This is an optimization exercise on Yosys and OpenROAD, whose aim is small area and a short achievable clock period, not a production implementation.
At most, simulation tests tie the RTL to the original design; equivalence was not proved.
Function not checked in runs 1 to 3: the RTL went through the layout flow alone.
Power figures rest on the tool's default switching activity, not on a simulated workload.

## flow/design.v

```verilog
module pwm_ch (
	input  logic        clk_i,
	input  logic        rst_ni,
	input  logic [1:0]  ctrl_i,    
	input  logic [31:0] div_i,
	input  logic        div_v_i,
	input  logic [31:0] per_i,
	input  logic        per_v_i,
	input  logic [31:0] dc_i,
	input  logic        dc_v_i,
	output logic        pts_o,
	output logic        pts_d_o,   
	output logic        oe_o
);
	logic [31:0] c1;    
	logic        y;     
	logic        ph;
	logic [31:0] pc;    
	logic        z;     
	function automatic lt32;
		input [31:0] a;
		input [31:0] b;
		reg [31:0] l, e;
		integer i, s;
		begin
			l = ~a & b;
			e = ~(a ^ b);
			for (s = 1; s < 32; s = s * 2)
				for (i = 0; i < 32; i = i + 2 * s) begin
					l[i] = l[i + s] | (e[i + s] & l[i]);
					e[i] = e[i + s] & e[i];
				end
			lt32 = l[0];
		end
	endfunction
	function automatic [31:0] pre32;
		input [31:0] a;
		reg [31:0] p;
		integer i, s;
		begin
			p = {a[30:0], 1'b1};
			for (s = 1; s < 32; s = s * 2)
				for (i = 0; i < 32; i = i + 1)
					if ((i / s) % 2 == 1)
						p[i] = p[i] & p[(i / s) * s - 1];
			pre32 = p;
		end
	endfunction
	wire en     = ctrl_i[1];
	wire eq     = div_v_i ? (c1 == div_i) : (c1 == 32'd0);
	wire match  = y ? (div_v_i & (div_i == 32'd1)) : eq;
	wire tick   = en & match & ~ph;
	wire load   = tick & ctrl_i[0];
	wire lt_per = z ? (per_v_i & (per_i != 32'd0)) : (per_v_i & lt32(pc, per_i));
	wire lt_dc  = z ? (dc_v_i & (dc_i != 32'd0)) : (dc_v_i & lt32(pc, dc_i));
	wire [31:0] c1_inc = c1 ^ (pre32(c1) & {32{en}});
	wire [31:0] pc_inc = pc ^ (pre32(pc) & {32{load}});
	assign pts_d_o = load ? lt_dc : pts_o;
	always_ff @(posedge clk_i) begin
		c1 <= y ? 32'd2 : c1_inc;
		pc <= z ? 32'd1 : pc_inc;
	end
	always_ff @(posedge clk_i or negedge rst_ni)
		if (!rst_ni) begin
			y     <= 1'b1;
			ph    <= 1'b0;
			z     <= 1'b1;
			pts_o <= 1'b0;
			oe_o  <= 1'b0;
		end else begin
			if (en)
				y <= match;
			ph    <= ph ^ (en & match);
			if (load)
				z <= ~lt_per;
			pts_o <= pts_d_o;
			oe_o  <= oe_o | load;
		end
endmodule
module	apb_pwm #(parameter DATA_WIDTH = 32,
                        ADDR_WIDTH = 8)(
	input   logic                   PCLK_i,
	input   logic                   PRST_ni,
	input   logic                   PWRITE_i,
	input   logic [ADDR_WIDTH -1:0] PADDR_i,
	input   logic [DATA_WIDTH -1:0] PWDATA_i,
	input   logic                   PSEL_i,PENABLE_i,
	output  logic [DATA_WIDTH -1:0] PRDATA_o,
	output  logic                   o_pwm_1,
	output  logic                   o_pwm_2,
	output  logic                   oe_pwm1,
	output  logic                   oe_pwm2,
	output  logic                   PSLVERR_o,PREADY_o
);
	wire       hit = (PADDR_i[7:5] == 3'd0) && (PADDR_i[1:0] == 2'd0);
	wire [2:0] idx = PADDR_i[4:2];
	wire       wr  = PSEL_i & PENABLE_i & PWRITE_i & hit;
	wire       rs  = PSEL_i & ~PENABLE_i & ~PWRITE_i & hit;
	wire [7:0] we = {8{wr}} & (8'd1 << idx);
	logic [2:0] ctrl_1, ctrl_2;
	always_ff @(posedge PCLK_i or negedge PRST_ni)
		if (!PRST_ni) begin
			ctrl_1 <= 3'd0;
			ctrl_2 <= 3'd0;
		end else begin
			if (we[0]) ctrl_1 <= PWDATA_i[2:0];
			if (we[4]) ctrl_2 <= PWDATA_i[2:0];
		end
	logic [31:0] div_1, per_1, dc_1, div_2, per_2, dc_2;
	logic [7:0]  v;    
	always_ff @(posedge PCLK_i)
		begin
			if (we[1]) div_1 <= PWDATA_i;
			if (we[2]) per_1 <= PWDATA_i;
			if (we[3]) dc_1  <= PWDATA_i;
			if (we[5]) div_2 <= PWDATA_i;
			if (we[6]) per_2 <= PWDATA_i;
			if (we[7]) dc_2  <= PWDATA_i;
		end
	always_ff @(posedge PCLK_i or negedge PRST_ni)
		if (!PRST_ni)
			v <= 8'd0;
		else
			v <= v | {we[7:5], 1'b0, we[3:1], 1'b0};
	logic [31:0] rdata_d;
	always_comb begin
		rdata_d = 32'd0;
		if (rs)
			case (idx)
				3'd0: rdata_d = {29'd0, ctrl_1};
				3'd1: rdata_d = v[1] ? div_1 : 32'd0;
				3'd2: rdata_d = v[2] ? per_1 : 32'd0;
				3'd3: rdata_d = v[3] ? dc_1  : 32'd0;
				3'd4: rdata_d = {29'd0, ctrl_2};
				3'd5: rdata_d = v[5] ? div_2 : 32'd0;
				3'd6: rdata_d = v[6] ? per_2 : 32'd0;
				3'd7: rdata_d = v[7] ? dc_2  : 32'd0;
			endcase
	end
	always_ff @(posedge PCLK_i or negedge PRST_ni)
		if (!PRST_ni)
			PRDATA_o <= 32'd0;
		else
			PRDATA_o <= rdata_d;
	logic pts_1, pts_2, pts_d_1, pts_d_2;
	pwm_ch ch1 (.clk_i(PCLK_i), .rst_ni(PRST_ni), .ctrl_i(ctrl_1[1:0]),
		.div_i(div_1), .div_v_i(v[1]), .per_i(per_1), .per_v_i(v[2]),
		.dc_i(dc_1), .dc_v_i(v[3]), .pts_o(pts_1), .pts_d_o(pts_d_1), .oe_o(oe_pwm1));
	pwm_ch ch2 (.clk_i(PCLK_i), .rst_ni(PRST_ni), .ctrl_i(ctrl_2[1:0]),
		.div_i(div_2), .div_v_i(v[5]), .per_i(per_2), .per_v_i(v[6]),
		.dc_i(dc_2), .dc_v_i(v[7]), .pts_o(pts_2), .pts_d_o(pts_d_2), .oe_o(oe_pwm2));
	wire gate_d_1 = we[0] ? PWDATA_i[2] : ctrl_1[2];
	wire gate_d_2 = we[4] ? PWDATA_i[2] : ctrl_2[2];
	always_ff @(posedge PCLK_i or negedge PRST_ni)
		if (!PRST_ni) begin
			o_pwm_1 <= 1'b0;
			o_pwm_2 <= 1'b0;
		end else begin
			o_pwm_1 <= gate_d_1 & pts_d_1;
			o_pwm_2 <= gate_d_2 & pts_d_2;
		end
	assign PSLVERR_o = 1'b0;
	assign PREADY_o  = 1'b1;
endmodule
```

## flow/flow/run.sh

```bash
#!/bin/bash
# The standard layout (standard.sh) with these changes:
#  - synthesis keeps adders as plain logic for ABC (no adder-cell extraction)
#    and, when flow/abc.script exists, maps with that ABC script instead of
#    ORFS's; registers and their names are those of the standard synthesis
#  - ports get buf_1 buffers (sized later by repair) instead of delay cells
# make's full output goes to standard.log; ORFS's own logs are in orfs/logs.
set -euo pipefail
W=$PWD
args=(ADDER_MAP_FILE= "BUFFER_PORTS_ARGS=-buffer_cell sky130_fd_sc_hd__buf_1" "SYNTH_SCRIPT=$W/flow/my_synth.tcl")
if [[ -f flow/abc.script ]]; then args+=("MY_ABC_SCRIPT=$W/flow/abc.script"); fi
if [[ -f flow/extra.vars ]]; then while read -r l; do [[ -n "$l" ]] && args+=("$l"); done < flow/extra.vars; fi
bash standard.sh "${args[@]}" finish > standard.log 2>&1
```

## flow/flow/my_synth.tcl

```tcl
proc synth {args} { yosys synth -nofsm -noshare {*}$args }
proc abc {args} {
  set i [lsearch -exact $args -script]
  if {$i >= 0 && [info exists ::env(MY_ABC_SCRIPT)] && $::env(MY_ABC_SCRIPT) ne ""} {
    lset args [expr {$i + 1}] $::env(MY_ABC_SCRIPT)
  }
  yosys abc {*}$args
}
source $::env(SCRIPTS_DIR)/synth.tcl
# left out here: clear keep_hierarchy, flatten, clean up, hide names made inside functions, write 1_2_yosys.v
```

## flow/standard.sh

```bash
#!/bin/bash
# synth_recipe.tcl (not shown) runs the flow's synth.tcl, then flattens the netlist and writes it again
# the make line also repeats each setting of config.mk as NAME=value (left out here)
make -C /OpenROAD-flow-scripts/flow DESIGN_CONFIG=/design/flow/config.mk WORK_HOME=/design/flow/orfs CLKGATE_MAP_FILE= SYNTH_SCRIPT=/design/flow/synth_recipe.tcl "${@:-finish}"
```

## flow/config.mk

```make
export PLATFORM = sky130hd
export DESIGN_NAME = apb_pwm
export DESIGN_NICKNAME = apb_pwm
export VERILOG_FILES = /design/flow/design.v
export SDC_FILE = /design/flow/constraint.sdc
export NUM_CORES = 4
export LEC_CHECK = 0
export CAP_MARGIN = 20
export CORE_MARGIN = 2
export CORE_UTILIZATION = 50
export CTS_BUF_LIST = sky130_fd_sc_hd__clkbuf_16
export CTS_CLUSTER_DIAMETER = 80
export CTS_CLUSTER_SIZE = 24
export SETUP_SLACK_MARGIN = 2.6
export SLEW_MARGIN = 20
```

## flow/constraint.sdc

```tcl
create_clock -name core_clock -period 5.0 [get_ports {PCLK_i}]
set_input_delay 1.0000 -clock core_clock [delete_from_list [all_inputs] [get_ports {PCLK_i}]]
set_output_delay 1.0000 -clock core_clock [all_outputs]
set_load 0.01 [all_outputs]
```

==> results of run 1 <==
## critical path, delay by kind of cell (launching register included)
| family | cells | cell delay, ps |
|---|---|---|
| flops | 1 | 460 |
| simple gates | 6 | 1940 |
| buf+inv | 2 | 280 |
| compound gates | 1 | 320 |
| xor+xnor | 2 | 350 |
## per-layer routing
metal  GRT usage (%)  up-vias
met4            12.0        0
met5               0        -
met1            47.6     7550
met2            54.9      973
met3            6.89      170
li1                -     6761
## synthesized netlist by cell type, types with 65 or more instances
library cell               number  share of area (%)
sky130_fd_sc_hd__edfxtp_1     192                 32
sky130_fd_sc_hd__a21oi_1       83                2.3
sky130_fd_sc_hd__clkbuf_1      78                1.6
sky130_fd_sc_hd__dfxtp_1      128                 14
sky130_fd_sc_hd__xor2_1        92                4.4
sky130_fd_sc_hd__a222oi_1      65                3.6
sky130_fd_sc_hd__xnor2_1      116                5.6
sky130_fd_sc_hd__nand2_1       78                1.6
sky130_fd_sc_hd__nor2_1       168                3.5
sky130_fd_sc_hd__inv_1         89                1.8
sky130_fd_sc_hd__nor4_1        97                3.3
## state kept, by name, indices dropped and copies added (netlist names), 3 cells and up
register and flops:
PRDATA_o 32, ch1.c1 32, ch1.pc 32, ch2.c1 32
ch2.pc 32, ctrl_1 3, ctrl_2 3, dc_1 32
dc_2 32, div_1 32, div_2 32, per_1 32
per_2 32, v 6
## cells in the final DEF (no fill, tap or decap), types with 49 or more instances in the layout
cell type and instances:
sky130_fd_sc_hd__nor2_1 151, sky130_fd_sc_hd__a222oi_1 65, sky130_fd_sc_hd__edfxtp_1 192, sky130_fd_sc_hd__buf_1 76, sky130_fd_sc_hd__inv_1 93, sky130_fd_sc_hd__nand3_1 49
sky130_fd_sc_hd__dfxtp_1 123, sky130_fd_sc_hd__xor2_1 91, sky130_fd_sc_hd__a21oi_1 71, sky130_fd_sc_hd__dfrtp_1 50, sky130_fd_sc_hd__nor4_1 83, sky130_fd_sc_hd__buf_4 78
sky130_fd_sc_hd__xnor2_1 104, sky130_fd_sc_hd__nor2b_1 57, sky130_fd_sc_hd__nand2_1 68
## worst paths after layout
check                           from         end
setup / recovery           div_1[12]  ch1.pc[28]
hold / removal              ch1.oe_o    ch1.oe_o
setup reg to reg           div_1[12]  ch1.pc[28]
hold reg to reg             ch1.oe_o    ch1.oe_o
max in group asynchronous    PRST_ni   ctrl_1[1]
min in group asynchronous    PRST_ni    ch2.oe_o
## repair_timing
action / CTS / global route
buffers inserted: 66 / 35
cloned: 5 / 3
endpoints found under the setup margin: 252 / 214
endpoints found under the hold margin: 0 / 0
gates resized for setup: 87 / 99
pin swaps: 39 / 40
## cells by family (layout without fill, tap and decap cells)
logic type,after synthesis,count (layout),synth area share [%]
AOI/OAI and AO/OA,282,282,11.1
and+or+nand+nor,670,674,19.7
adders and majority gates,28,28,1.54
muxes,8,8,0.496
other,2,3,0.0413
buffers and inverters,172,331,3.60
xor gates and xnor gates,208,208,10.0
DFF,376,376,53.5
## area by class of cell
type	instances	area, um^2	share of cell area [%]
Sequential cell	376	9750	44.8
Multi-Input combinational cell	1202	8770	40.3
Timing Repair Buffer	198	1490	6.85
Clock buffer	25	626	2.87
Tap cell	461	577	2.65
Inverter	89	339	1.56
Clock inverter	19	224	1.03
Antenna cell	1	2.50	0.0115
## report_power, final
part	switching [uW]	internal [uW]	leakage, uW	total [uW]
Clock	1200	1070	0.000431	2270
Sequential	24.2	3250	0.00352	3280
Combinational	95.6	33.0	0.00375	129
## through the flow
step | hold slack, ps | instance area [um^2]
3_5_place_dp | 453 | 19200
2_1_floorplan | 436 | 18500
5_1_grt | 492 | 21800
4_1_cts | 474 | 21000
3_3_place_gp | 451 | 19200
6_report | 471 | 21800
==> metrics.md, run 1 <==
| Metric | Value |
|---|---|
| Area grow syn2layout | `19.8%` |
| Post-Synthesis Net Count | `1791` |
| Number of hold violations in the final report | `0` |
| Category of the worst setup path launch point | `flip-flop` |
| DR WL met3 | `7650 um` |
| Measured slew at the worst slew-check pin | `1120 ps` |
| Setup repair after global routing missed its margin | `yes` |
| Overall fraction of global-route tracks in use | `34.6%` |
| Number of iterations in the first detailed-routing pass | `8` |
| Highest metal layer used by the detailed router | `met4` |
| Worst-path clk slew | `90 ps` |
| Num rows | `69` |
| Count of buffers from port buffering | `80` |
| Synth unique cells | `73` |
| Class of the tightest hold or removal check | `reg -> reg` |
| Number of vias after detailed routing | `15500` |
| Horiz. Die Dim | `195 um` |
| Final HPWL DP | `47000 um` |
| Sequential share of the synthesized area | `53.5%` |
| Data arrival time of the worst path | `3950 ps` |
| Die outline area | `37900 um^2` |
| Worst-case reg-to-reg path depth | `11` |
| Run status | `finished clean` |
| Post-Route WL | `67300 um` |
| Slew Limit Fails | `0` |
| Clock H-tree levels | `1` |
| Largest driver fanout on the critical path | `4` |
| Post-Synthesis Cells | `1746` |
| Final period utilization | `69.9%` |
| Critical Path Sink Type | `flip-flop` |
| Post-layout power | `5680 uW` |
| Count of nets left with antenna violations after detail routing | `0` |
| WL met2 | `30600 um` |
| Largest voltage drop on the vdd net | `0.313 mV` |
| EDFF count, synth | `192` |
| Achievable frequency | `0.286 GHz` |
| Setup ws final | `1500 ps` |
| Initial antenna violation count | `2` |
| Count of placed standard cells in the final layout, fillers left out | `2371` |
| TritonCTS clock tree | `yes` |
| Reported max-cap violation count | `0` |
| Avg WL per Cell | `28.4 um` |
| Initial core utilization | `51.0%` |
| Clock tree root driver cell | `sky130_fd_sc_hd__clkbuf_16` |
| Power per standard cell area | `261 nW/um^2` |
| Proportion of register bits with asynchronous set or reset after synthesis | `14.9%` |
| Maximum clock insertion buffer count | `3` |
| Leftover overflow at the end of global routing | `0` |
| Total Negative Setup Slacks | `0 ps` |
| Vias in the first global route | `14600` |
| Die height | `195 um` |
| Setup slack on the worst flop-to-flop path | `1500 ps` |
| Data required time at the worst endpoint | `5450 ps` |
| Wire length of the first global-routing pass | `97100 um` |
| Core Region | `35700 um^2` |
| Weighted congestion at the end of routability-driven global placement | `0.956` |
| Count of boundary I/O pins | `83` |
| Clock Sink Count | `376` |
| Leakage | `0.00770 uW` |
| Via-to-Cell Ratio | `6.52` |
| Slew Limit Headroom | `24.4%` |
| Total of flip-flops plus latches after synthesis | `376` |
| Routed length on met1 | `26500 um` |
| Setup-failing EPs final | `0` |
| Cell depth of the worst hold path | `1` |
| Final critical delay including setup and external delays | `3500 ps` |
| Largest net degree at the start of global routing | `57` |
| Post-Synthesis Cell Area | `18200 um^2` |
| Number of buffers added by the clock tree synthesis step | `24` |
| Final layout net count | `1936` |
| Number of hold buffers added after CTS | `0` |
| Type of the worst setup path | `reg -> reg` |
| Setup clock skew after layout | `25.2 ps` |
| Number of fill cells | `2949` |
| Fraction of final layout cells with drive strength greater than 1 | `17.1%` |
| Clock insertion delay at the later pin of the skew report | `580 ps` |
| Slowest CP cell | `sky130_fd_sc_hd__or4_4` |
| Finished Core Util | `61.1%` |
| Count of routing violations after the opening detailed-route iteration | `2209` |
| Ordered list of cells on the worst path | `xor2_1, or3_1, or4b_1, or3_4, a2111oi_4, buf_6, buf_6, nand4_4, or4_4, xnor2_2, nor2_1` |
| DR DRC count | `0` |
| Post-Syn Area per Cell | `10.4 um^2` |
| Largest stage delay, worst path | `550 ps` |
| Commonest register cell after synthesis | `sky130_fd_sc_hd__edfxtp_1` |
| Number of placed instances, taps included | `2217` |
| Setup slack at placement | `1200 ps` |
| Number of warnings printed during yosys synthesis | `2` |
| Dominant cell type by count on the critical path | `sky130_fd_sc_hd__buf_6` |
==> run 2: changes to the inputs <==
--- a/flow/design.v
+++ b/flow/design.v
@@ -9,14 +9,11 @@
 	input  logic [31:0] dc_i,
 	input  logic        dc_v_i,
 	output logic        pts_o,
-	output logic        pts_d_o,   
 	output logic        oe_o
 );
-	logic [31:0] c1;    
-	logic        y;     
+	logic [31:0] c1;
 	logic        ph;
-	logic [31:0] pc;    
-	logic        z;     
+	logic [31:0] pc;
 	function automatic lt32;
 		input [31:0] a;
 		input [31:0] b;
@@ -46,34 +43,29 @@
 			pre32 = p;
 		end
 	endfunction
-	wire en     = ctrl_i[1];
-	wire eq     = div_v_i ? (c1 == div_i) : (c1 == 32'd0);
-	wire match  = y ? (div_v_i & (div_i == 32'd1)) : eq;
-	wire tick   = en & match & ~ph;
-	wire load   = tick & ctrl_i[0];
-	wire lt_per = z ? (per_v_i & (per_i != 32'd0)) : (per_v_i & lt32(pc, per_i));
-	wire lt_dc  = z ? (dc_v_i & (dc_i != 32'd0)) : (dc_v_i & lt32(pc, dc_i));
-	wire [31:0] c1_inc = c1 ^ (pre32(c1) & {32{en}});
-	wire [31:0] pc_inc = pc ^ (pre32(pc) & {32{load}});
-	assign pts_d_o = load ? lt_dc : pts_o;
-	always_ff @(posedge clk_i) begin
-		c1 <= y ? 32'd2 : c1_inc;
-		pc <= z ? 32'd1 : pc_inc;
-	end
+	wire en    = ctrl_i[1];
+	wire match = div_v_i ? (c1 == div_i) : (c1 == 32'd0);
+	wire tick  = en & match & ~ph;
+	wire wrap  = ~per_v_i | ~lt32(pc, per_i);
+	wire below = dc_v_i & lt32(pc, dc_i);
+	wire load  = tick & ctrl_i[0];
+	wire [31:0] c1_inc = c1 ^ pre32(c1);
+	wire [31:0] pc_inc = pc ^ pre32(pc);
 	always_ff @(posedge clk_i or negedge rst_ni)
 		if (!rst_ni) begin
-			y     <= 1'b1;
+			c1    <= 32'd1;
 			ph    <= 1'b0;
-			z     <= 1'b1;
+			pc    <= 32'd0;
 			pts_o <= 1'b0;
 			oe_o  <= 1'b0;
 		end else begin
 			if (en)
-				y <= match;
+				c1 <= match ? 32'd1 : c1_inc;
 			ph    <= ph ^ (en & match);
 			if (load)
-				z <= ~lt_per;
-			pts_o <= pts_d_o;
+				pc <= wrap ? 32'd0 : pc_inc;
+			if (load)
+				pts_o <= below;
 			oe_o  <= oe_o | load;
 		end
 endmodule
@@ -142,23 +134,15 @@
 			PRDATA_o <= 32'd0;
 		else
 			PRDATA_o <= rdata_d;
-	logic pts_1, pts_2, pts_d_1, pts_d_2;
+	logic pts_1, pts_2;
 	pwm_ch ch1 (.clk_i(PCLK_i), .rst_ni(PRST_ni), .ctrl_i(ctrl_1[1:0]),
 		.div_i(div_1), .div_v_i(v[1]), .per_i(per_1), .per_v_i(v[2]),
-		.dc_i(dc_1), .dc_v_i(v[3]), .pts_o(pts_1), .pts_d_o(pts_d_1), .oe_o(oe_pwm1));
+		.dc_i(dc_1), .dc_v_i(v[3]), .pts_o(pts_1), .oe_o(oe_pwm1));
 	pwm_ch ch2 (.clk_i(PCLK_i), .rst_ni(PRST_ni), .ctrl_i(ctrl_2[1:0]),
 		.div_i(div_2), .div_v_i(v[5]), .per_i(per_2), .per_v_i(v[6]),
-		.dc_i(dc_2), .dc_v_i(v[7]), .pts_o(pts_2), .pts_d_o(pts_d_2), .oe_o(oe_pwm2));
-	wire gate_d_1 = we[0] ? PWDATA_i[2] : ctrl_1[2];
-	wire gate_d_2 = we[4] ? PWDATA_i[2] : ctrl_2[2];
-	always_ff @(posedge PCLK_i or negedge PRST_ni)
-		if (!PRST_ni) begin
-			o_pwm_1 <= 1'b0;
-			o_pwm_2 <= 1'b0;
-		end else begin
-			o_pwm_1 <= gate_d_1 & pts_d_1;
-			o_pwm_2 <= gate_d_2 & pts_d_2;
-		end
+		.dc_i(dc_2), .dc_v_i(v[7]), .pts_o(pts_2), .oe_o(oe_pwm2));
+	assign o_pwm_1   = ctrl_1[2] & pts_1;
+	assign o_pwm_2   = ctrl_2[2] & pts_2;
 	assign PSLVERR_o = 1'b0;
 	assign PREADY_o  = 1'b1;
 endmodule
==> flow/flow/abc.script (new file) <==
strash
dch -f
map
topo
stime -c
--- a/flow/config.mk
+++ b/flow/config.mk
@@ -13,3 +13,4 @@
 export CTS_CLUSTER_SIZE = 24
 export SETUP_SLACK_MARGIN = 2.6
 export SLEW_MARGIN = 20
+export TNS_END_PERCENT = 0
==> metrics.md, run 2 <==
| Metric | Value |
|---|---|
| Type of the worst setup path | `in -> reg` |
| Setup clock skew after layout | `22.7 ps` |
| Sequential share of the synthesized area | `52.6%` |
| Data arrival time of the worst path | `3040 ps` |
| Post-Synthesis Cell Area | `19400 um^2` |
| Clock Sink Count | `370` |
| Number of warnings printed during yosys synthesis | `2` |
| Largest net degree at the start of global routing | `66` |
| Post-Synthesis Cells | `2101` |
| Ordered list of cells on the worst path | `buf_1, nand3_1, nor2_1, clkinvlp_4, o221ai_1, nor3_1, a21oi_1` |
| Beginning of the critical path | `PADDR_i[4]` |
| Num rows | `72` |
| TritonCTS clock tree | `yes` |
| Post-Syn Area per Cell | `9.25 um^2` |
| Die outline area | `40500 um^2` |
| Count of routing violations after the opening detailed-route iteration | `1808` |
| Slew Limit Headroom | `25.3%` |
| Measured slew at the worst slew-check pin | `1120 ps` |
| Count of placed standard cells in the final layout, fillers left out | `2793` |
| Largest cells by area after synthesis | `sky130_fd_sc_hd__edfxtp_1 30%, sky130_fd_sc_hd__dfrtp_1 23%, sky130_fd_sc_hd__clkinv_1 5.8%` |
| Core Region | `38600 um^2` |
| Maximum clock insertion buffer count | `3` |
| Wire length of the first global-routing pass | `106000 um` |
| Data required time at the worst endpoint | `5500 ps` |
| EDFF count, synth | `192` |
| Post-layout power | `5560 uW` |
| Largest voltage drop on the vdd net | `0.307 mV` |
| Synth unique cells | `43` |
| Vias in the first global route | `16900` |
| Post-Route WL | `70400 um` |
| Leftover overflow at the end of global routing | `0` |
| Largest area contributor in the synthesized netlist | `sky130_fd_sc_hd__edfxtp_1` |
| Category of the worst setup path launch point | `input pin` |
| Number of placed instances, taps included | `2724` |
| Commonest register cell after synthesis | `sky130_fd_sc_hd__edfxtp_1` |
| Final critical delay including setup and external delays | `2540 ps` |
| Setup repair after global routing missed its margin | `yes` |
| Post-Synthesis Net Count | `2146` |
| Setup ws final | `2460 ps` |
| Via-to-Cell Ratio | `6.39` |
| Startpoint of the lowest-slack register-to-register path | `ch2.pc[27]` |
| Run status | `finished clean` |
| Overall fraction of global-route tracks in use | `34.2%` |
| Horiz. Die Dim | `201 um` |
| Initial core utilization | `50.4%` |
| Final period utilization | `50.9%` |
| Die height | `201 um` |
| Total Negative Setup Slacks | `0 ps` |
| Clock insertion delay at the later pin of the skew report | `580 ps` |
| Slew Limit Fails | `0` |
| Fraction of final layout cells with drive strength greater than 1 | `6.77%` |
| Total of flip-flops plus latches after synthesis | `370` |
| Antenna cell count | `0` |
| Final layout net count | `2305` |
| Reported max-cap violation count | `0` |
| Most frequent cell after synthesis | `sky130_fd_sc_hd__clkinv_1` |
| Clock tree root driver cell | `sky130_fd_sc_hd__clkbuf_16` |
| Initial antenna violation count | `0` |
| Leakage | `0.00761 uW` |
| DR DRC count | `0` |
| Largest driver fanout on the critical path | `12` |
| Proportion of register bits with asynchronous set or reset after synthesis | `48.1%` |
| Count of boundary I/O pins | `83` |
| Largest stage delay, worst path | `450 ps` |
| Post-route standard cell area excluding fillers | `22100 um^2` |
| Launch point of the worst hold path | `ch1.oe_o` |
| Avg WL per Cell | `25.2 um` |
| Critical Path Sink Type | `flip-flop` |
| Setup slack on the worst flop-to-flop path | `2460 ps` |
| Worst path bufs/invs | `2` |
| Top-area cell type share of the netlist area | `29.7%` |
| Leading cell types in the layout, fill and taps excluded | `295 x sky130_fd_sc_hd__clkinv_1, 258 x sky130_fd_sc_hd__nand2_1, 207 x sky130_fd_sc_hd__nor2_1, 192 x sky130_fd_sc_hd__edfxtp_1, 172 x sky130_fd_sc_hd__dfrtp_1` |
| Weighted congestion at the end of routability-driven global placement | `0.973` |
| Worst-path clk slew | `100 ps` |
| Class of the tightest hold or removal check | `reg -> reg` |
| CP delay by family, top | `buffers and inverters` |
| Number of buffers added by the clock tree synthesis step | `23` |
| Leading cell type in the layout, fill and taps excluded | `sky130_fd_sc_hd__clkinv_1` |
| Final HPWL DP | `50100 um` |
| Slowest CP cell | `sky130_fd_sc_hd__buf_1` |
| Number of hold buffers added after CTS | `0` |
| Number of iterations in the first detailed-routing pass | `6` |
| Power per standard cell area | `252 nW/um^2` |
| Most frequent cells after synthesis | `300 x sky130_fd_sc_hd__clkinv_1, 260 x sky130_fd_sc_hd__nand2_1, 216 x sky130_fd_sc_hd__nor2_1, 192 x sky130_fd_sc_hd__edfxtp_1, 176 x sky130_fd_sc_hd__dfrtp_1` |
| Area grow syn2layout | `13.7%` |
| Area after detailed placement | `20800 um^2` |
| Clock H-tree levels | `1` |
| Setup slack at placement | `1410 ps` |
| Number of hold violations in the final report | `0` |
| Count of nets left with antenna violations after detail routing | `0` |
| Count of buffers from port buffering | `80` |
| Number of vias after detailed routing | `17800` |
| Achievable frequency | `0.393 GHz` |
| Setup-failing EPs final | `0` |
==> run 2: cell count changes after synthesis, sizes merged, moves of 65 or more <==
cell	before	now
a222oi	65	0
a41oi	2	67
clkbuf	78	0
clkinv	0	300
dfrtp	52	176
dfxtp	128	0
inv	89	0
nand2	78	260
xnor2	116	17
==> run 2: cell type report <==
| class | instances | area (um^2) |
|---|---|---|
| Inverter | 300 | 1150 |
| Fill cell | 3552 | 16500 |
| Tap cell | 518 | 648 |
| Multi-Input combinational cell | 1435 | 8460 |
| Clock inverter | 16 | 180 |
| Sequential cell | 370 | 10200 |
| Timing Repair Buffer | 130 | 837 |
| Clock buffer | 24 | 601 |
==> run 2: cell families after synthesis <==
kind of cell	share of synthesized area, %
AND/OR/NAND/NOR	17.7
AO/OA/AOI/OAI	20.8
flip-flops	52.6
buffers and inverters	5.87
XOR/XNOR	2.97
other	0.0386
==> run 2: path summary, 6_finish.rpt <==
path                               end  cells past startpoint
setup / recovery           PRDATA_o[2]                      7
hold / removal                ch1.oe_o                      2
setup reg to reg            ch2.pc[31]                      9
hold reg to reg               ch1.oe_o                      2
max in group asynchronous    ch2.pc[3]                      2
min in group asynchronous   ch1.pc[28]                      1
==> run 2: what timing repair did <==
item                                    4_1_cts  5_1_grt
endpoints found under the hold margin         0        0
endpoints found under the setup margin      250      258
resized for setup                            17       40
pin swaps                                     7        9
setup buffers                                12       11
gates cloned                                  4        2
==> run 2: report_power, final <==
group / internal, uW / switching, uW / leakage (uW) / total [uW]
clock network: 971 / 1170 / 0.000392 / 2140
registers: 3220 / 10.5 / 0.00418 / 3230
logic: 36.8 / 151 / 0.00304 / 187
total: 4230 / 1330 / 0.00761 / 5560
==> run 2: worst min-delay path, delay by kind of cell, from the launching register on <==
kind | cells | cell delay (ps)
flip-flops | 1 | 360
AND/OR/NAND/NOR | 1 | 60
buffers and inverters | 1 | 60
==> run 2: routing by layer <==
| layer | wire length [um] | global-route usage [%] | vias up |
|---|---|---|---|
| met5 | 0 | 0 | - |
| met3 | 6020 | 4.78 | 154 |
| met2 | 32700 | 55.7 | 882 |
| met4 | 2640 | 10.6 | 0 |
| li1 | - | - | 8119 |
| met1 | 29100 | 47.7 | 8686 |
==> run 2: per-stage QoR <==
| stage | hold slack, ps | utilization [%] |
|---|---|---|
| after floorplan | 445 | - |
| after global placement | 473 | 53.8 |
| after detailed placement | 478 | 53.9 |
| after CTS | 503 | 56.5 |
| after global routing | 523 | 57.3 |
| final | 503 | 57.3 |
==> run 3: changes to the inputs <==
removed: flow/flow/abc.script
==> metrics.md, run 3 <==
| Metric | Value |
|---|---|
| Clock insertion delay at the later pin of the skew report | `570 ps` |
| Count of placed standard cells in the final layout, fillers left out | `2269` |
| Largest net degree at the start of global routing | `98` |
| Category of the worst setup path launch point | `input pin` |
| Psw | `1410 uW` |
| Num rows | `70` |
| Worst-case reg-to-reg path depth | `10` |
| Synth Area in Compound Gates | `16.3%` |
| Die height | `196 um` |
| Number of buffers added by the clock tree synthesis step | `24` |
| Count of routing violations after the opening detailed-route iteration | `1657` |
| Largest stage delay, worst path | `680 ps` |
| EDFF count, synth | `192` |
| Post-Route WL | `58900 um` |
| Slew Limit Headroom | `43.3%` |
| Simple-gate share of the synthesized area | `15.3%` |
| CP delay by family, top | `buffers and inverters` |
| Antenna cell count | `0` |
| Reported max-cap violation count | `0` |
| Type of the worst setup path | `in -> reg` |
| Met2 Use GR | `51.7%` |
| Setup-failing EPs final | `0` |
| Slew Limit Fails | `0` |
| Clock H-tree levels | `1` |
| Synth Area in Adders | `2.11%` |
| Clock Power Share | `37.9%` |
| Final period utilization | `59.3%` |
| Initial core utilization | `50.6%` |
| Setup clock skew after layout | `26.1 ps` |
| Worst path bufs/invs | `2` |
| Class of the tightest hold or removal check | `reg -> reg` |
| Run status | `finished clean` |
| Post-Synthesis Net Count | `1755` |
| Combinational family with the most area after synthesis | `compound AO/OA/AOI/OAI gates` |
| TritonCTS clock tree | `yes` |
| Int Power | `4440 uW` |
| Sequential share of the synthesized area | `55.3%` |
| Critical Path Sink Type | `flip-flop` |
| Data arrival time of the worst path | `3400 ps` |
| Number of placed instances, taps included | `2194` |
| Number of warnings printed during yosys synthesis | `2` |
| Number of iterations in the first detailed-routing pass | `5` |
| Worst-path clk slew | `90 ps` |
| Post-Syn Area per Cell | `10.8 um^2` |
| Leading cell types in the layout, fill and taps excluded | `192 x sky130_fd_sc_hd__edfxtp_1, 172 x sky130_fd_sc_hd__dfrtp_1, 119 x sky130_fd_sc_hd__nand2_1, 95 x sky130_fd_sc_hd__a22oi_1, 93 x sky130_fd_sc_hd__o21ai_0` |
| Proportion of register bits with asynchronous set or reset after synthesis | `48.1%` |
| Vias in the first global route | `13800` |
| Ordered list of cells on the worst path | `clkdlybuf4s15_1, nand2_1, nor2_2, buf_4, a22oi_1, a31oi_1` |
| Measured slew at the worst slew-check pin | `849 ps` |
| Avg WL per Cell | `25.9 um` |
| Horiz. Die Dim | `196 um` |
| Synth unique cells | `77` |
| Gate power share | `5.3%` |
| Data required time at the worst endpoint | `5430 ps` |
| Largest driver fanout on the critical path | `17` |
| Maximum clock insertion buffer count | `3` |
| Clock Sink Count | `370` |
| Count of nets left with antenna violations after detail routing | `0` |
| Commonest register cell after synthesis | `sky130_fd_sc_hd__edfxtp_1` |
| Final critical delay including setup and external delays | `2970 ps` |
| DR DRC count | `0` |
| Achievable frequency | `0.337 GHz` |
| Largest voltage drop on the vdd net | `0.242 mV` |
| Met1 Track Usage GR | `43.2%` |
| Final HPWL DP | `42800 um` |
| Number of vias after detailed routing | `14400` |
| Initial antenna violation count | `1` |
| Post-layout power | `5850 uW` |
| Finished Core Util | `56.3%` |
| Count of boundary I/O pins | `83` |
| Leakage | `0.00744 uW` |
| Peak-usage layer in the global routing report | `met2` |
| Area grow syn2layout | `11.2%` |
| Total stage count of the critical path | `6` |
| Switching fraction of total power | `24.1%` |
| Sequential power share | `56.8%` |
| Cell depth of the worst hold path | `1` |
| Portion of netlist area occupied by mux cells | `0.420%` |
| Post-Synthesis Cell Area | `18500 um^2` |
| Number of hold violations in the final report | `0` |
| Largest cells by area after synthesis | `sky130_fd_sc_hd__edfxtp_1 31%, sky130_fd_sc_hd__dfrtp_1 24%, sky130_fd_sc_hd__a22oi_1 3.9%` |
| Most frequent cell after synthesis | `sky130_fd_sc_hd__edfxtp_1` |
| Global-route met3 utilization | `3.15%` |
| Total of flip-flops plus latches after synthesis | `370` |
| Fraction of final layout cells with drive strength greater than 1 | `9.22%` |
| Count of buffers from port buffering | `80` |
| Power per standard cell area | `285 nW/um^2` |
| Post-Synthesis Cells | `1710` |
| Clock tree root driver cell | `sky130_fd_sc_hd__clkbuf_16` |
| Setup repair after global routing missed its margin | `yes` |
| Wire length of the first global-routing pass | `89000 um` |
| Overall fraction of global-route tracks in use | `31.0%` |
| Via-to-Cell Ratio | `6.34` |
| Synth Area in XOR/XNOR | `6.73%` |
| Most frequent cells after synthesis | `192 x sky130_fd_sc_hd__edfxtp_1, 176 x sky130_fd_sc_hd__dfrtp_1, 119 x sky130_fd_sc_hd__nand2_1, 95 x sky130_fd_sc_hd__a22oi_1, 95 x sky130_fd_sc_hd__nor2_1` |
| Weighted congestion at the end of routability-driven global placement | `0.956` |
| Number of fill cells | `3110` |
| Final layout net count | `1828` |
| Largest area contributor in the synthesized netlist | `sky130_fd_sc_hd__edfxtp_1` |
| Slowest CP cell | `sky130_fd_sc_hd__clkdlybuf4s15_1` |
| Leftover overflow at the end of global routing | `0` |
| Core Region | `36500 um^2` |
| Die outline area | `38500 um^2` |
| Leading cell type in the layout, fill and taps excluded | `sky130_fd_sc_hd__edfxtp_1` |
| Total Negative Setup Slacks | `0 ps` |
| Top-area cell type share of the netlist area | `31.2%` |
==> run 3: cell count changes in the layout (fill, tap and decap cells not counted), sizes merged, moves of 60 or more <==
| cell | delta |
|---|---|
| clkinv | -296 |
| nor3 | -66 |
| a41oi | -67 |
| o211ai | -60 |
| nand2 | -140 |
| nor2 | -118 |
| inv | +82 |
==> run 3: layout make-up <==
type,instances,area (um^2),area share [%]
Inverter,80,302,1.47
Clock buffer,26,651,3.17
Multi-Input combinational cell,1170,7810,38.0
Tap cell,468,586,2.85
Sequential cell,370,10200,49.8
Clock inverter,18,181,0.883
Timing Repair Buffer,137,787,3.83
==> run 3: per-layer routing <==
layer / part of all wire, % / vias up
li1: - / 6468
met1: 41 / 7166
met2: 48 / 664
met3: 8.3 / 84
met4: 2.9 / 0
met5: 0 / -
==> run 3: cell families after synthesis <==
kind of cell / after synthesis
xor+xnor: 142
other cells: 2
simple gates: 542
buf+inv: 173
fa+ha+maj: 39
mux: 7
compound gates: 435
flops: 370
==> run 3: power groups by stage <==
stage               registers, uW  logic [uW]  clock network, uW
global placement             3390         291                  0
detailed placement           3390         295                  0
CTS                          3320         308               2240
floorplan                    3340         190                  0
global route                 3330         348               2350
finish                       3320         311               2220
==> run 3: worst paths after layout <==
path	startpoint	endpoint	slack (ps)
max	PADDR_i[4]	PRDATA_o[21]	2030
min	ch1.ph	ch1.ph	480
max reg2reg	per_2[11]	ch2.pc[18]	2100
min reg2reg	ch1.ph	ch1.ph	480
max in group asynchronous	PRST_ni	ch1.pc[18]	3410
min in group asynchronous	PRST_ni	PRDATA_o[29]	500
==> run 3: worst reg2reg max path, delay by kind of cell, from the launching register on <==
family          cells  cell delay [ps]
xor+xnor            1              200
simple gates        3              940
buf+inv             2              290
compound gates      4              970
flops               1              450
==> run 3: timing repair <==
item,CTS,global route
gates resized for setup,31,11
pin swaps,13,9
endpoints found under the setup margin,364,335
hold buffers,0,0
gates cloned,3,0
buffers inserted,18,10
==> run 3: through the flow <==
step	area [um^2]	setup WS (ps)	hold slack (ps)
finish	20500	2030	477
global route	20500	1950	486
CTS	20400	2120	475
detailed placement	19300	1350	456
global placement	19300	1390	452
floorplan	18600	1800	440
==> run 4: changes to the inputs <==
--- a/flow/design.v
+++ b/flow/design.v
@@ -9,6 +9,7 @@
 	input  logic [31:0] dc_i,
 	input  logic        dc_v_i,
 	output logic        pts_o,
+	output logic        pts_d_o,   
 	output logic        oe_o
 );
 	logic [31:0] c1;
@@ -51,6 +52,7 @@
 	wire load  = tick & ctrl_i[0];
 	wire [31:0] c1_inc = c1 ^ pre32(c1);
 	wire [31:0] pc_inc = pc ^ pre32(pc);
+	assign pts_d_o = load ? below : pts_o;
 	always_ff @(posedge clk_i or negedge rst_ni)
 		if (!rst_ni) begin
 			c1    <= 32'd1;
@@ -64,8 +66,7 @@
 			ph    <= ph ^ (en & match);
 			if (load)
 				pc <= wrap ? 32'd0 : pc_inc;
-			if (load)
-				pts_o <= below;
+			pts_o <= pts_d_o;
 			oe_o  <= oe_o | load;
 		end
 endmodule
@@ -134,15 +135,23 @@
 			PRDATA_o <= 32'd0;
 		else
 			PRDATA_o <= rdata_d;
-	logic pts_1, pts_2;
+	logic pts_1, pts_2, pts_d_1, pts_d_2;
 	pwm_ch ch1 (.clk_i(PCLK_i), .rst_ni(PRST_ni), .ctrl_i(ctrl_1[1:0]),
 		.div_i(div_1), .div_v_i(v[1]), .per_i(per_1), .per_v_i(v[2]),
-		.dc_i(dc_1), .dc_v_i(v[3]), .pts_o(pts_1), .oe_o(oe_pwm1));
+		.dc_i(dc_1), .dc_v_i(v[3]), .pts_o(pts_1), .pts_d_o(pts_d_1), .oe_o(oe_pwm1));
 	pwm_ch ch2 (.clk_i(PCLK_i), .rst_ni(PRST_ni), .ctrl_i(ctrl_2[1:0]),
 		.div_i(div_2), .div_v_i(v[5]), .per_i(per_2), .per_v_i(v[6]),
-		.dc_i(dc_2), .dc_v_i(v[7]), .pts_o(pts_2), .oe_o(oe_pwm2));
-	assign o_pwm_1   = ctrl_1[2] & pts_1;
-	assign o_pwm_2   = ctrl_2[2] & pts_2;
+		.dc_i(dc_2), .dc_v_i(v[7]), .pts_o(pts_2), .pts_d_o(pts_d_2), .oe_o(oe_pwm2));
+	wire gate_d_1 = we[0] ? PWDATA_i[2] : ctrl_1[2];
+	wire gate_d_2 = we[4] ? PWDATA_i[2] : ctrl_2[2];
+	always_ff @(posedge PCLK_i or negedge PRST_ni)
+		if (!PRST_ni) begin
+			o_pwm_1 <= 1'b0;
+			o_pwm_2 <= 1'b0;
+		end else begin
+			o_pwm_1 <= gate_d_1 & pts_d_1;
+			o_pwm_2 <= gate_d_2 & pts_d_2;
+		end
 	assign PSLVERR_o = 1'b0;
 	assign PREADY_o  = 1'b1;
 endmodule
==> flow/flow/run.sh (replaced) <==
#!/bin/bash
# The standard layout (standard.sh) with these changes:
#  - synthesis keeps adders as plain logic for ABC (no adder-cell extraction)
#    and, when flow/abc.script exists, maps with that ABC script instead of
#    ORFS's; registers and their names are those of the standard synthesis
#  - ports get buf_1 buffers (or the cell named in flow/port_buf), sized
#    later by repair, instead of delay cells
# make's full output goes to standard.log; ORFS's own logs are in orfs/logs.
#  - the delay cells are added to the platform's don't-use list
set -euo pipefail
W=$PWD
PORT_BUF=sky130_fd_sc_hd__buf_1
if [[ -f flow/port_buf ]]; then PORT_BUF=$(cat flow/port_buf); fi
DONT_USE="sky130_fd_sc_hd__probe_p_8 sky130_fd_sc_hd__probec_p_8 sky130_fd_sc_hd__lpflow_bleeder_1 sky130_fd_sc_hd__lpflow_clkbufkapwr_1 sky130_fd_sc_hd__lpflow_clkbufkapwr_16 sky130_fd_sc_hd__lpflow_clkbufkapwr_2 sky130_fd_sc_hd__lpflow_clkbufkapwr_4 sky130_fd_sc_hd__lpflow_clkbufkapwr_8 sky130_fd_sc_hd__lpflow_clkinvkapwr_1 sky130_fd_sc_hd__lpflow_clkinvkapwr_16 sky130_fd_sc_hd__lpflow_clkinvkapwr_2 sky130_fd_sc_hd__lpflow_clkinvkapwr_4 sky130_fd_sc_hd__lpflow_clkinvkapwr_8 sky130_fd_sc_hd__lpflow_decapkapwr_12 sky130_fd_sc_hd__lpflow_decapkapwr_3 sky130_fd_sc_hd__lpflow_decapkapwr_4 sky130_fd_sc_hd__lpflow_decapkapwr_6 sky130_fd_sc_hd__lpflow_decapkapwr_8 sky130_fd_sc_hd__lpflow_inputiso0n_1 sky130_fd_sc_hd__lpflow_inputiso0p_1 sky130_fd_sc_hd__lpflow_inputiso1n_1 sky130_fd_sc_hd__lpflow_inputiso1p_1 sky130_fd_sc_hd__lpflow_inputisolatch_1 sky130_fd_sc_hd__lpflow_isobufsrc_1 sky130_fd_sc_hd__lpflow_isobufsrc_16 sky130_fd_sc_hd__lpflow_isobufsrc_2 sky130_fd_sc_hd__lpflow_isobufsrc_4 sky130_fd_sc_hd__lpflow_isobufsrc_8 sky130_fd_sc_hd__lpflow_isobufsrckapwr_16 sky130_fd_sc_hd__lpflow_lsbuf_lh_hl_isowell_tap_1 sky130_fd_sc_hd__lpflow_lsbuf_lh_hl_isowell_tap_2 sky130_fd_sc_hd__lpflow_lsbuf_lh_hl_isowell_tap_4 sky130_fd_sc_hd__lpflow_lsbuf_lh_isowell_4 sky130_fd_sc_hd__lpflow_lsbuf_lh_isowell_tap_1 sky130_fd_sc_hd__lpflow_lsbuf_lh_isowell_tap_2 sky130_fd_sc_hd__lpflow_lsbuf_lh_isowell_tap_4"
DELAY_CELLS="sky130_fd_sc_hd__clkdlybuf4s15_1 sky130_fd_sc_hd__clkdlybuf4s15_2 sky130_fd_sc_hd__clkdlybuf4s18_1 sky130_fd_sc_hd__clkdlybuf4s18_2 sky130_fd_sc_hd__clkdlybuf4s25_1 sky130_fd_sc_hd__clkdlybuf4s25_2 sky130_fd_sc_hd__clkdlybuf4s50_1 sky130_fd_sc_hd__clkdlybuf4s50_2 sky130_fd_sc_hd__dlygate4sd1_1 sky130_fd_sc_hd__dlygate4sd2_1 sky130_fd_sc_hd__dlygate4sd3_1 sky130_fd_sc_hd__dlymetal6s2s_1 sky130_fd_sc_hd__dlymetal6s4s_1 sky130_fd_sc_hd__dlymetal6s6s_1"
args=(ADDER_MAP_FILE= "BUFFER_PORTS_ARGS=-buffer_cell $PORT_BUF" "SYNTH_SCRIPT=$W/flow/my_synth.tcl")
if [[ -f flow/no_delay_cells ]]; then args+=("DONT_USE_CELLS=$DONT_USE $DELAY_CELLS"); fi
if [[ -f flow/abc.script ]]; then args+=("MY_ABC_SCRIPT=$W/flow/abc.script"); fi
if [[ -f flow/extra.vars ]]; then while read -r l; do [[ -n "$l" ]] && args+=("$l"); done < flow/extra.vars; fi
bash standard.sh "${args[@]}" finish > standard.log 2>&1
==> flow/flow/abc.script (new file) <==
strash
dch -f
map
topo
stime -c
==> flow/flow/no_delay_cells (new file) <==
delay cells are on the don't-use list
==> flow/flow/port_buf (new file) <==
sky130_fd_sc_hd__buf_2
==> metrics.md, run 4 <==
| Metric | Value |
|---|---|
| Commonest register cell after synthesis | `sky130_fd_sc_hd__edfxtp_1` |
| Die outline area | `40100 um^2` |
| Clock insertion delay at the later pin of the skew report | `580 ps` |
| Run status | `finished clean` |
| Final HPWL DP | `50100 um` |
| Final critical delay including setup and external delays | `2540 ps` |
| Post-Syn Area per Cell | `9.07 um^2` |
| Clock tree root driver cell | `sky130_fd_sc_hd__clkbuf_16` |
| Setup-failing EPs final | `0` |
| Count of nets left with antenna violations after detail routing | `0` |
| Final layout net count | `2339` |
| Largest area contributor in the synthesized netlist | `sky130_fd_sc_hd__edfxtp_1` |
| Power per standard cell area | `253 nW/um^2` |
| Data required time at the worst endpoint | `5500 ps` |
| Synth unique cells | `40` |
| Largest net degree at the start of global routing | `105` |
| Number of hold violations in the final report | `0` |
| Leftover overflow at the end of global routing | `0` |
| Slew Limit Headroom | `35.2%` |
| Area grow syn2layout | `14.3%` |
| Initial antenna violation count | `0` |
| Proportion of register bits with asynchronous set or reset after synthesis | `48.4%` |
| Overall fraction of global-route tracks in use | `33.3%` |
| Antenna cell count | `0` |
| Leakage | `0.00812 uW` |
| Type of the worst setup path | `reg -> reg` |
| Data arrival time of the worst path | `3050 ps` |
| Count of buffers from port buffering | `80` |
| Synth Area in XOR/XNOR | `2.73%` |
| Achievable frequency | `0.393 GHz` |
| Worst hold margin | `467 ps` |
| Top-area cell type share of the netlist area | `30.0%` |
| Setup clock skew after layout | `23.1 ps` |
| Class of the tightest hold or removal check | `reg -> reg` |
| Post-Synthesis Cells | `2122` |
| Leading cell types in the layout, fill and taps excluded | `306 x sky130_fd_sc_hd__nand2_1, 299 x sky130_fd_sc_hd__clkinv_1, 193 x sky130_fd_sc_hd__nor2_1, 192 x sky130_fd_sc_hd__edfxtp_1, 171 x sky130_fd_sc_hd__dfrtp_1` |
| Critical Path Sink Type | `flip-flop` |
| Synth Area in Adders | `0%` |
| Largest voltage drop on the vdd net | `0.304 mV` |
| Most frequent cell after synthesis | `sky130_fd_sc_hd__clkinv_1` |
| Synth Area in Compound Gates | `19.2%` |
| Total Negative Setup Slacks | `0 ps` |
| Largest cells by area after synthesis | `sky130_fd_sc_hd__edfxtp_1 30%, sky130_fd_sc_hd__dfrtp_1 23%, sky130_fd_sc_hd__clkinv_1 6.1%` |
| Core Region | `37800 um^2` |
| TritonCTS clock tree | `yes` |
| Fraction of final layout cells with drive strength greater than 1 | `11.6%` |
| Category of the worst setup path launch point | `flip-flop` |
| Horiz. Die Dim | `200 um` |
| Final period utilization | `50.9%` |
| Number of warnings printed during yosys synthesis | `2` |
| Number of buffers added by the clock tree synthesis step | `24` |
| Simple-gate share of the synthesized area | `18.5%` |
| Worst-path clk slew | `100 ps` |
| Portion of netlist area occupied by mux cells | `0%` |
| Number of vias after detailed routing | `17800` |
| Via-to-Cell Ratio | `6.29` |
| Measured slew at the worst slew-check pin | `972 ps` |
| Maximum clock insertion buffer count | `3` |
| Reported max-cap violation count | `0` |
| Slew Limit Fails | `0` |
| Number of iterations in the first detailed-routing pass | `6` |
| Count of routing violations after the opening detailed-route iteration | `1761` |
| Sequential share of the synthesized area | `53.4%` |
| Post-Synthesis Net Count | `2167` |
| Clock H-tree levels | `1` |
| Avg WL per Cell | `24.1 um` |
| Num rows | `71` |
| Weighted congestion at the end of routability-driven global placement | `0.956` |
| Number of hold buffers added after CTS | `0` |
| Leading cell type in the layout, fill and taps excluded | `sky130_fd_sc_hd__nand2_1` |
| Total of flip-flops plus latches after synthesis | `372` |
| Die height | `200 um` |
| Count of boundary I/O pins | `83` |
| Initial core utilization | `51.0%` |
| Wire length of the first global-routing pass | `103000 um` |
| Setup repair after global routing missed its margin | `yes` |
| Combinational family with the most area after synthesis | `compound AO/OA/AOI/OAI gates` |
| Most frequent cells after synthesis | `313 x sky130_fd_sc_hd__clkinv_1, 310 x sky130_fd_sc_hd__nand2_1, 202 x sky130_fd_sc_hd__nor2_1, 192 x sky130_fd_sc_hd__edfxtp_1, 178 x sky130_fd_sc_hd__dfrtp_1` |
| DR DRC count | `0` |
| Post-Synthesis Cell Area | `19200 um^2` |
| Post-Route WL | `68100 um` |
| Clock Sink Count | `372` |
| Largest driver fanout on the critical path | `6` |
| EDFF count, synth | `192` |
| Vias in the first global route | `16800` |
-- run 4: cell types whose count changed after synthesis, moves of 60 or more --
cell and delta:
sky130_fd_sc_hd__clkbuf_1 -75, sky130_fd_sc_hd__clkinv_1 +311, sky130_fd_sc_hd__inv_1 -78, sky130_fd_sc_hd__nand2_1 +191, sky130_fd_sc_hd__nand4_1 +69, sky130_fd_sc_hd__nor2_1 +107, sky130_fd_sc_hd__nor3_1 +64, sky130_fd_sc_hd__o211ai_1 +60
-- run 4: timing repair --
| action | in CTS | in global routing |
|---|---|---|
| pin swaps | 4 | 9 |
| setup buffers | 14 | 25 |
| resized for setup | 36 | 62 |
| setup endpoints to repair | 230 | 251 |
| gates cloned | 3 | 1 |
-- run 4: logic make-up after synthesis --
logic type	Yosys count
compound gates	573
flops	372
other cells	2
buf+inv	315
simple gates	800
xor+xnor	60
-- run 4: final timing paths --
kind,startpoint,to,slack [ps],cells past startpoint
hold reg to reg,ch1.oe_o,ch1.oe_o,470,1
hold / removal,ch1.oe_o,ch1.oe_o,470,1
setup / recovery,ch2.pc[9],o_pwm_2,2460,8
setup reg to reg,ch2.pc[9],o_pwm_2,2460,8
min in group asynchronous,PRST_ni,ch2.pc[3],520,1
max in group asynchronous,PRST_ni,ch1.c1[4],3420,2
-- run 4: where the power goes --
part | switching, uW | internal [uW] | total (uW)
clock network | 1190 | 964 | 2150
logic | 130 | 35.4 | 165
registers | 12.9 | 3230 | 3250
total | 1330 | 4230 | 5560
-- run 4: critical path, cell delays in order, from the launching register on --
cell                        delay (ps)
sky130_fd_sc_hd__dfrtp_1           510
sky130_fd_sc_hd__clkinv_1          270
sky130_fd_sc_hd__o2bb2ai_1         210
sky130_fd_sc_hd__nor2_1            160
sky130_fd_sc_hd__nand4_1           230
sky130_fd_sc_hd__o21bai_1          310
sky130_fd_sc_hd__a21oi_1           330
sky130_fd_sc_hd__o2111ai_1         260
sky130_fd_sc_hd__a21oi_1           190
-- run 4: routing by layer --
metal,global-route usage [%],part of all wire (%)
met2,53.6,46
met1,47.4,43
met4,9.28,3.2
met5,0,0
met3,4.72,7.8
-- run 4: final cells by class --
type	count	area [um^2]
inverters	313	1200
repair buffers	145	901
multi-input cells	1438	8170
clock inverters	19	173
well taps	511	639
flip-flops and latches	372	10300
clock buffers	25	626
fillers	3429	15800
-- run 4: through the flow --
step	cells	cell area, um^2	utilization [%]	worst slack, ps	total power (uW)
6_report	2823	22000	58.2	2460	5560
5_1_grt	2823	22000	58.2	2360	5710
4_1_cts	2796	21600	57.2	2440	5570
3_3_place_gp	2734	20500	54.3	1230	3470
3_5_place_dp	2735	20500	54.4	1390	3470
2_1_floorplan	2122	19300	-	1860	3360
==> run 5: changes to the inputs <==
==> flow/flow/port_buf (replaced) <==
sky130_fd_sc_hd__buf_4
==> metrics.md, run 5 <==
| Metric | Value |
|---|---|
| Count of buffers from port buffering | `80` |
| Reported max-cap violation count | `0` |
| Leftover overflow at the end of global routing | `0` |
| Number of iterations in the first detailed-routing pass | `5` |
| Final layout net count | `2334` |
| Final HPWL DP | `50600 um` |
| TritonCTS clock tree | `yes` |
| Sequential share of the synthesized area | `53.4%` |
| Switching fraction of total power | `23.8%` |
| EDFF count, synth | `192` |
| Dominant cell type by count on the critical path | `sky130_fd_sc_hd__a21oi_1` |
| Data arrival time of the worst path | `3010 ps` |
| Slew Limit Headroom | `26.5%` |
| CP delay by family, top | `compound AO/OA/AOI/OAI gates` |
| Slowest CP cell | `sky130_fd_sc_hd__dfrtp_2` |
| Num rows | `71` |
| Clock H-tree levels | `1` |
| Leakage | `0.00813 uW` |
| Most frequent cells after synthesis | `313 x sky130_fd_sc_hd__clkinv_1, 310 x sky130_fd_sc_hd__nand2_1, 202 x sky130_fd_sc_hd__nor2_1, 192 x sky130_fd_sc_hd__edfxtp_1, 178 x sky130_fd_sc_hd__dfrtp_1` |
| Initial antenna violation count | `1` |
| Critical Path Sink Type | `flip-flop` |
| DR DRC count | `0` |
| Synth Area in Adders | `0%` |
| Post-Synthesis Cell Area | `19200 um^2` |
| Synth unique cells | `40` |
| Combinational family with the most area after synthesis | `compound AO/OA/AOI/OAI gates` |
| Avg WL per Cell | `24.3 um` |
| Number of vias after detailed routing | `17700` |
| Die outline area | `40100 um^2` |
| Most frequent cell after synthesis | `sky130_fd_sc_hd__clkinv_1` |
| Power per standard cell area | `250 nW/um^2` |
| Global-route met3 utilization | `4.67%` |
| Portion of netlist area occupied by mux cells | `0%` |
| Largest cells by area after synthesis | `sky130_fd_sc_hd__edfxtp_1 30%, sky130_fd_sc_hd__dfrtp_1 23%, sky130_fd_sc_hd__clkinv_1 6.1%` |
| Final period utilization | `50.2%` |
| Synth Area in XOR/XNOR | `2.73%` |
| Psw | `1320 uW` |
| Final critical delay including setup and external delays | `2510 ps` |
| Fraction of final layout cells with drive strength greater than 1 | `11.1%` |
| Horiz. Die Dim | `200 um` |
| Initial core utilization | `51.0%` |
| Gate power share | `3.1%` |
| Int Power | `4230 uW` |
| Largest voltage drop on the vdd net | `0.393 mV` |
| Via-to-Cell Ratio | `6.29` |
| Met1 Track Usage GR | `48.9%` |
| Wire length of the first global-routing pass | `104000 um` |
| Peak-usage layer in the global routing report | `met2` |
| Class of the tightest hold or removal check | `reg -> reg` |
| Number of buffers added by the clock tree synthesis step | `23` |
| Top-area cell type share of the netlist area | `30.0%` |
| Post-Synthesis Cells | `2122` |
| Die height | `200 um` |
| Proportion of register bits with asynchronous set or reset after synthesis | `48.4%` |
| Total Negative Setup Slacks | `0 ps` |
| Largest net degree at the start of global routing | `104` |
| Category of the worst setup path launch point | `flip-flop` |
| Ordered list of cells on the worst path | `clkinv_1, a22oi_1, nand4_1, a21oi_1, o21bai_1, a21oi_1, o2111ai_1, a21oi_1` |
| Synth Area in Compound Gates | `19.2%` |
| Clock insertion delay at the later pin of the skew report | `590 ps` |
| Vias in the first global route | `16800` |
| Total of flip-flops plus latches after synthesis | `372` |
| Setup clock skew after layout | `33.1 ps` |
| Measured slew at the worst slew-check pin | `1100 ps` |
| Count of nets left with antenna violations after detail routing | `0` |
| Worst-path clk slew | `100 ps` |
| Overall fraction of global-route tracks in use | `33.8%` |
| Run status | `finished clean` |
| Achievable frequency | `0.398 GHz` |
| Commonest register cell after synthesis | `sky130_fd_sc_hd__edfxtp_1` |
| Slew Limit Fails | `0` |
| Clock Power Share | `38.3%` |
| Simple-gate share of the synthesized area | `18.5%` |
| Setup repair after global routing missed its margin | `yes` |
| Weighted congestion at the end of routability-driven global placement | `0.953` |
| Number of hold violations in the final report | `0` |
| Leading cell types in the layout, fill and taps excluded | `304 x sky130_fd_sc_hd__clkinv_1, 304 x sky130_fd_sc_hd__nand2_1, 194 x sky130_fd_sc_hd__nor2_1, 192 x sky130_fd_sc_hd__edfxtp_1, 169 x sky130_fd_sc_hd__dfrtp_1` |
| Number of warnings printed during yosys synthesis | `2` |
| Post-Route WL | `68500 um` |
| Post-Syn Area per Cell | `9.07 um^2` |
| Count of boundary I/O pins | `83` |
| Clock Sink Count | `372` |
| Maximum clock insertion buffer count | `3` |
| Met2 Use GR | `53.8%` |
| Largest area contributor in the synthesized netlist | `sky130_fd_sc_hd__edfxtp_1` |
| Post-Synthesis Net Count | `2167` |
| Sequential power share | `58.5%` |
| Largest stage delay, worst path | `540 ps` |
| Worst path bufs/invs | `1` |
| Type of the worst setup path | `reg -> reg` |
| Data required time at the worst endpoint | `5500 ps` |
| Setup-failing EPs final | `0` |
| Largest driver fanout on the critical path | `9` |
| Number of hold buffers added after CTS | `0` |
| Core Region | `37800 um^2` |
| Area grow syn2layout | `15.2%` |
| Clock tree root driver cell | `sky130_fd_sc_hd__clkbuf_16` |
| Finished Core Util | `58.7%` |
| Count of routing violations after the opening detailed-route iteration | `1905` |
run 5: final timing paths:
path | start | endpoint | slack, ps | depth (start not counted)
max | ch2.pc[7] | o_pwm_2 | 2490 | 8
min in group asynchronous | PRST_ni | ch2.pts_o | 510 | 1
min reg2reg | ch2.oe_o | ch2.oe_o | 480 | 1
max in group asynchronous | PRST_ni | ch1.c1[0] | 3350 | 2
max reg2reg | ch2.pc[7] | o_pwm_2 | 2490 | 8
min | ch2.oe_o | ch2.oe_o | 480 | 1
run 5: area by class of cell:
cell class | instances | area, um^2
repair buffers | 142 | 1090
well taps | 511 | 639
clock inverters | 19 | 195
flip-flops and latches | 372 | 10300
diodes | 1 | 2.50
clock buffers | 23 | 576
inverters | 313 | 1200
multi-input cells | 1437 | 8180
fillers | 3360 | 15600
run 5: what timing repair did:
action,in CTS,in global routing
gates cloned,2,3
endpoints found under the setup margin,215,296
resized for setup,24,67
buffers inserted,7,27
pin swaps,2,12
run 5: logic make-up after synthesis:
group	Yosys count
xor gates and xnor gates	60
buffers and inverters	315
DFF	372
other	2
AOI/OAI and AO/OA	573
and+or+nand+nor	800
run 5: layer usage:
layer  vias to the layer above  part of all wire, %
met5                         -                    0
li1                       8069                    -
met3                       126                  8.8
met2                       898                   46
met4                         0                  2.9
met1                      8628                   43
run 5: through the flow:
step / worst slack (ps) / area, um^2 / total power (uW) / cells / hold WS [ps]
global route: 2380 / 22200 / 5690 / 2817 / 505
detailed placement: 1370 / 20700 / 3480 / 2736 / 464
floorplan: 1860 / 19300 / 3360 / 2122 / 445
finish: 2490 / 22200 / 5550 / 2818 / 478
global placement: 1460 / 20700 / 3480 / 2736 / 456
CTS: 2310 / 21700 / 5560 / 2787 / 487
run 5: power by group through the flow:
stage / Sequential, uW / Combinational (uW) / Clock [uW]
2_1_floorplan: 3310 / 46.5 / 0
3_5_place_dp: 3310 / 172 / 0
3_3_place_gp: 3310 / 169 / 0
5_1_grt: 3250 / 189 / 2250
6_report: 3250 / 174 / 2130
4_1_cts: 3250 / 172 / 2140
==> run 6: changes to the inputs <==
==> flow/flow/abc.script (replaced) <==
strash
dch
map -D 1500
topo
stime -c
removed: flow/flow/no_delay_cells
removed: flow/flow/port_buf
==> metrics.md, run 6 <==
| Metric | Value |
|---|---|
| Post-Route WL | `58500 um` |
| Clock Power Share | `33.8%` |
| Setup-failing EPs final | `0` |
| Power per standard cell area | `289 nW/um^2` |
| Initial core utilization | `51.0%` |
| Die height | `192 um` |
| Most frequent cell after synthesis | `sky130_fd_sc_hd__nor2_1` |
| Post-Syn Area per Cell | `9.47 um^2` |
| DR DRC count | `0` |
| Total of flip-flops plus latches after synthesis | `372` |
| Count of routing violations after the opening detailed-route iteration | `1474` |
| Final layout net count | `2068` |
| Leakage | `0.00701 uW` |
| Proportion of register bits with asynchronous set or reset after synthesis | `48.4%` |
| Maximum clock insertion buffer count | `3` |
| Leading cell type in the layout, fill and taps excluded | `sky130_fd_sc_hd__nor2_1` |
| Run status | `finished clean` |
| Largest voltage drop on the vdd net | `0.292 mV` |
| Commonest register cell after synthesis | `sky130_fd_sc_hd__edfxtp_1` |
| Sequential power share | `58.3%` |
| Horiz. Die Dim | `192 um` |
| Core Region | `34700 um^2` |
| Setup slack at placement | `1300 ps` |
| Count of placed standard cells in the final layout, fillers left out | `2494` |
| Post-Synthesis Cell Area | `17700 um^2` |
| Antenna cell count | `0` |
| Worst-path clk slew | `100 ps` |
| Number of vias after detailed routing | `15200` |
| Clock insertion delay at the later pin of the skew report | `570 ps` |
| Area grow syn2layout | `13.9%` |
| Sequential share of the synthesized area | `58.0%` |
| Post-route standard cell area excluding fillers | `20200 um^2` |
| Data arrival time of the worst path | `3210 ps` |
| Post-Synthesis Cells | `1869` |
| Num rows | `68` |
| Dominant cell type by count on the critical path | `sky130_fd_sc_hd__clkinv_1` |
| Category of the worst setup path launch point | `input pin` |
| Area after detailed placement | `18800 um^2` |
| Slew Limit Fails | `0` |
| Count of nets left with antenna violations after detail routing | `0` |
| Leading cell types in the layout, fill and taps excluded | `321 x sky130_fd_sc_hd__nor2_1, 251 x sky130_fd_sc_hd__clkinv_1, 192 x sky130_fd_sc_hd__edfxtp_1, 180 x sky130_fd_sc_hd__nand2_1, 176 x sky130_fd_sc_hd__dfrtp_1` |
| Number of placed instances, taps included | `2408` |
| Critical Path Sink Type | `flip-flop` |
| Avg WL per Cell | `23.5 um` |
| Slew Limit Headroom | `26.4%` |
| Clock tree root driver cell | `sky130_fd_sc_hd__clkbuf_16` |
| Number of iterations in the first detailed-routing pass | `5` |
| Count of boundary I/O pins | `83` |
| Psw | `1520 uW` |
| Final critical delay including setup and external delays | `2740 ps` |
| Number of hold buffers added after CTS | `0` |
| Number of buffers added by the clock tree synthesis step | `22` |
| Measured slew at the worst slew-check pin | `1100 ps` |
| Wire length of the first global-routing pass | `87500 um` |
| Vias in the first global route | `14000` |
| Overall fraction of global-route tracks in use | `32.2%` |
| Die outline area | `36900 um^2` |
| Largest driver fanout on the critical path | `11` |
| Final HPWL DP | `42200 um` |
| Post-Synthesis Net Count | `1914` |
| Most frequent cells after synthesis | `347 x sky130_fd_sc_hd__nor2_1, 267 x sky130_fd_sc_hd__clkinv_1, 192 x sky130_fd_sc_hd__edfxtp_1, 183 x sky130_fd_sc_hd__nand2_1, 178 x sky130_fd_sc_hd__dfrtp_1` |
| Via-to-Cell Ratio | `6.09` |
| Largest net degree at the start of global routing | `89` |
| Slowest CP cell | `sky130_fd_sc_hd__clkinv_1` |
| Largest cells by area after synthesis | `sky130_fd_sc_hd__edfxtp_1 33%, sky130_fd_sc_hd__dfrtp_1 25%, sky130_fd_sc_hd__nor2_1 7.4%` |
| Gate power share | `7.9%` |
| Type of the worst setup path | `in -> reg` |
| Leftover overflow at the end of global routing | `0` |
| Fraction of final layout cells with drive strength greater than 1 | `9.27%` |
| Number of hold violations in the final report | `0` |
| Reported max-cap violation count | `0` |
[run 6: per-stage QoR]
step / hold slack, ps / power [uW]
floorplan: 444 / 3680
global placement: 460 / 3890
detailed placement: 463 / 3900
CTS: 484 / 5840
global route: 489 / 6020
finish: 484 / 5830
[run 6: cell type report]
class / count / area [um^2] / area share, %
clock buffers: 23 / 576 / 2.85
repair buffers: 120 / 692 / 3.43
inverters: 267 / 1030 / 5.13
flip-flops and latches: 372 / 10300 / 50.9
multi-input cells: 1240 / 6890 / 34.2
clock inverters: 17 / 130 / 0.645
well taps: 455 / 569 / 2.82
[run 6: power by group through the flow]
stage	sequential (uW)	combinational, uW	clock (uW)
finish	3400	463	1970
global route	3410	514	2100
CTS	3390	447	2000
detailed placement	3460	438	0
global placement	3460	434	0
floorplan	3420	264	0
[run 6: worst paths after layout]
path | endpoint | slack, ps | cells past startpoint | startpoint
max | PRDATA_o[2] | 2260 | 9 | PADDR_i[4]
min reg2reg | ch2.ph | 480 | 1 | ch2.ph
max reg2reg | ch2.pc[26] | 2330 | 12 | ch2.c1[16]
min in group asynchronous | ch2.c1[16] | 490 | 1 | PRST_ni
min | ch2.ph | 480 | 1 | ch2.ph
max in group asynchronous | ch1.pc[30] | 3540 | 2 | PRST_ni
[run 6: critical path: cells and delay by family]
| kind | cells | cell delay [ps] |
|---|---|---|
| compound gates | 3 | 680 |
| simple gates | 2 | 510 |
| buf+inv | 4 | 1000 |
[run 6: kinds of logic (layout without fill, tap and decap cells)]
kind of cell / count (synthesis) / after routing / share of synthesized area [%]
multiplexers: 1 / 1 / 0.0636
AND/OR/NAND/NOR: 808 / 820 / 20.0
other: 2 / 2 / 0.0424
adder cells (fa/ha/maj): 1 / 1 / 0.0565
buffers and inverters: 269 / 427 / 5.75
AO/OA/AOI/OAI: 383 / 383 / 14.4
flip-flops: 372 / 372 / 58.0
XOR/XNOR: 33 / 33 / 1.63
[run 6: what timing repair did]
item / CTS / global route
resized for setup: 19 / 48
endpoints found under the setup margin: 305 / 333
pin swaps: 13 / 11
setup buffers: 15 / 19
gates cloned: 12 / 0
[run 6: layer usage]
| metal | track usage [%] | vias up | part of all wire [%] |
|---|---|---|---|
| met5 | 0 | - | 0 |
| li1 | - | 7027 | - |
| met4 | 10.5 | 0 | 3.8 |
| met3 | 4.86 | 107 | 7.9 |
| met2 | 50.7 | 682 | 46 |
| met1 | 46.0 | 7379 | 42 |

Check on run 6: ideal ports give 2.263 ns setup slack; a clkbuf_16 on the clock port and buf_2 on the inputs give 2.291 ns; moving port delays by the midpoint clock arrival (0.611 ns) as well gives 1.680 ns.
